Background: an optimization exercise with open tools, aiming at small area. Do not read the settings as production practice. RTL that was checked went through simulation tests only; none was proved equivalent to the original. Power figures rest on the tool's default switching activity, not on a simulated workload.

==> flow/design.v <==
module top (
    input CLK,
    input RST,
    input IRDA,
    output DS_EN1, DS_EN2, DS_EN3, DS_EN4,
    output DS_A, DS_B, DS_C, DS_D, DS_E, DS_F, DS_G,
    output TXD
);
reg [13:0] dcnt;
always @(posedge CLK)
    if (RST) dcnt <= 14'd0;
    else     dcnt <= dcnt + 14'd1;
wire [1:0] di = dcnt[13:12];
assign DS_EN1 = ~(di == 2'd3);
assign DS_EN2 = ~(di == 2'd2);
assign DS_EN3 = ~(di == 2'd1);
assign DS_EN4 = ~(di == 2'd0);
assign {DS_A, DS_B, DS_C, DS_D, DS_E, DS_F, DS_G} = 7'b1111110;
reg ir_in, pulse;
always @(posedge CLK)
    if (RST) begin
        ir_in <= 1'b0;
        pulse <= 1'b0;
    end else begin
        ir_in <= ~IRDA;
        pulse <= ir_in;
    end
wire ir_edge = ir_in ^ pulse;
reg [5:0]  cr;
reg [14:0] cq;
wire cr_last = cr[5] & cr[4] & cr[0];                  
wire wrap = cr[4] & cr[3] & cr[0] &                    
            cq[14] & cq[12] & cq[8] & cq[7] & cq[6] &  
            cq[5] & cq[3] & cq[1] & cq[0];
always @(posedge CLK)
    if (RST | ir_edge | wrap) begin
        cr <= 6'd0;
        cq <= 15'd0;
    end else if (cr_last) begin
        cr <= 6'd0;
        cq <= cq + 15'd1;
    end else
        cr <= cr + 6'd1;
reg [14:0] dur;
always @(posedge CLK)
    if (ir_edge)
        dur <= cq;
reg [3:0] b;
reg [3:0] c;
reg [2:0] char_cnt;
reg [6:0] data;
wire idle = (b == 4'd9);
wire load = idle & (c == 4'd7);
wire bit_end = (c == 4'd9);
assign TXD = b[3] ? ~b[1] : (b[2:0] == 3'd7 ? 1'b0 : data[b[2:0]]);
always @(posedge CLK)
    if (RST) begin
        b <= 4'd9;
        c <= 4'd0;
    end else if (idle) begin
        if (c[3]) begin
            b <= 4'd15;
            c <= 4'd0;
        end else
            c <= {load & (char_cnt != 3'd0), c[2:0] + 3'd1};
    end else if (bit_end) begin
        b <= b + 4'd1;
        c <= 4'd0;
    end else
        c <= c + 4'd1;
wire [3:0] nib = char_cnt == 3'd2 ? {1'b0, dur[14:12]} :
                 char_cnt == 3'd3 ? dur[11:8] :
                 char_cnt == 3'd4 ? dur[7:4] : dur[3:0];
wire [6:0] hex = nib < 4'd10 ? {3'b011, nib} : {4'b1100, nib[2:0] + 3'd7};
always @(posedge CLK)
    if (RST)
        char_cnt <= 3'd0;
    else if (load & (char_cnt != 3'd0))
        char_cnt <= char_cnt + 3'd1;
    else if (ir_edge)
        char_cnt <= 3'd1;
always @(posedge CLK)
    if (load)
        case (char_cnt)
        3'd1: data <= pulse ? 7'h2d : 7'h2b;
        3'd6: data <= 7'h0d;
        3'd7: data <= 7'h0a;
        default: data <= hex;
        endcase
endmodule
clock: 20.0 ns
lec_check: 0
cap_margin: 20
core_margin: 2
core_utilization: 40
place_density: 0.6
slew_margin: 20
run.sh (not shown) runs the stock make flow with config.mk's settings and CLKGATE_MAP_FILE= SYNTH_SCRIPT=/design/flow/synth_recipe.tcl, a recipe that flattens the netlist after the stock synthesis.
Rerun with:
--- a/flow/design.v
+++ b/flow/design.v
@@ -5,13 +5,20 @@
     output DS_EN1, DS_EN2, DS_EN3, DS_EN4,
     output DS_A, DS_B, DS_C, DS_D, DS_E, DS_F, DS_G,
     output TXD
 );
-reg [13:0] dcnt;
+reg [11:0] dl;
+reg [1:0] di;
+wire dl_z = ~|dl[10:0];
 always @(posedge CLK)
-    if (RST) dcnt <= 14'd0;
-    else     dcnt <= dcnt + 14'd1;
-wire [1:0] di = dcnt[13:12];
+    if (RST) begin
+        dl <= 12'd0;
+        di <= 2'd0;
+    end else begin
+        dl <= {dl[10:0], dl[11] ^ dl[5] ^ dl[3] ^ dl[0] ^ dl_z};
+        if (dl[11] & dl_z)
+            di <= di + 2'd1;
+    end
 assign DS_EN1 = ~(di == 2'd3);
 assign DS_EN2 = ~(di == 2'd2);
 assign DS_EN3 = ~(di == 2'd1);
 assign DS_EN4 = ~(di == 2'd0);
@@ -27,21 +34,22 @@
     end
 wire ir_edge = ir_in ^ pulse;
 reg [5:0]  cr;
 reg [14:0] cq;
-wire cr_last = cr[5] & cr[4] & cr[0];                  
-wire wrap = cr[4] & cr[3] & cr[0] &                    
+wire cr_last = cr[5] & cr[4] & cr[1] & cr[0];
+wire wrap = cr[4] & cr[3] & cr[1] &                    
             cq[14] & cq[12] & cq[8] & cq[7] & cq[6] &  
             cq[5] & cq[3] & cq[1] & cq[0];
 always @(posedge CLK)
-    if (RST | ir_edge | wrap) begin
+    if (RST | ir_edge | wrap | cr_last)
         cr <= 6'd0;
+    else
+        cr <= {cr[4:0], ~(cr[5] ^ cr[0])};
+always @(posedge CLK)
+    if (RST | ir_edge | wrap)
         cq <= 15'd0;
-    end else if (cr_last) begin
-        cr <= 6'd0;
+    else if (cr_last)
         cq <= cq + 15'd1;
-    end else
-        cr <= cr + 6'd1;
 reg [14:0] dur;
 always @(posedge CLK)
     if (ir_edge)
         dur <= cq;
What happened: The new run finished clean. Total power goes up by 6.0%. Register-to-register slack gains 380 ps. Worst setup slack loses 17 ps. Clock-buffer cell count goes down by 2. Synthesized area goes down by 5.4%.
No functional check of the RTL was part of the second run of this note.

-- static timing again, ports no longer ideal --
No port has a modelled driver above. Below, the same layouts with a new extraction and two added sets of constraints.
Step 1 sets driving cells, clkbuf_16 on the clock port and buf_2 on the other inputs (assumed; they add their load-dependent delay and slew).
Step 2 moves the port delays by t, midway between the first and last clock arrival at a register: inputs arrive t later, outputs are due t later. That takes back most of the time a late clock gives input paths.
Three values: ideal ports, drivers, drivers and shift; two values: the first two.
run	t (ns)	setup slack, ns	worst register clock-pin slew, ns	cell pins on the clock port's net
the first run	0.367	13.953 / 13.926 / 13.888	0.08 / 0.08	1
the second run	0.367	13.936 / 13.905 / 14.273	0.08 / 0.08	1
After both steps every run listed still meets setup and hold. The setup slack of the first run, which loses most, moves by -0.027 ns with the drivers and by -0.065 ns with both steps.
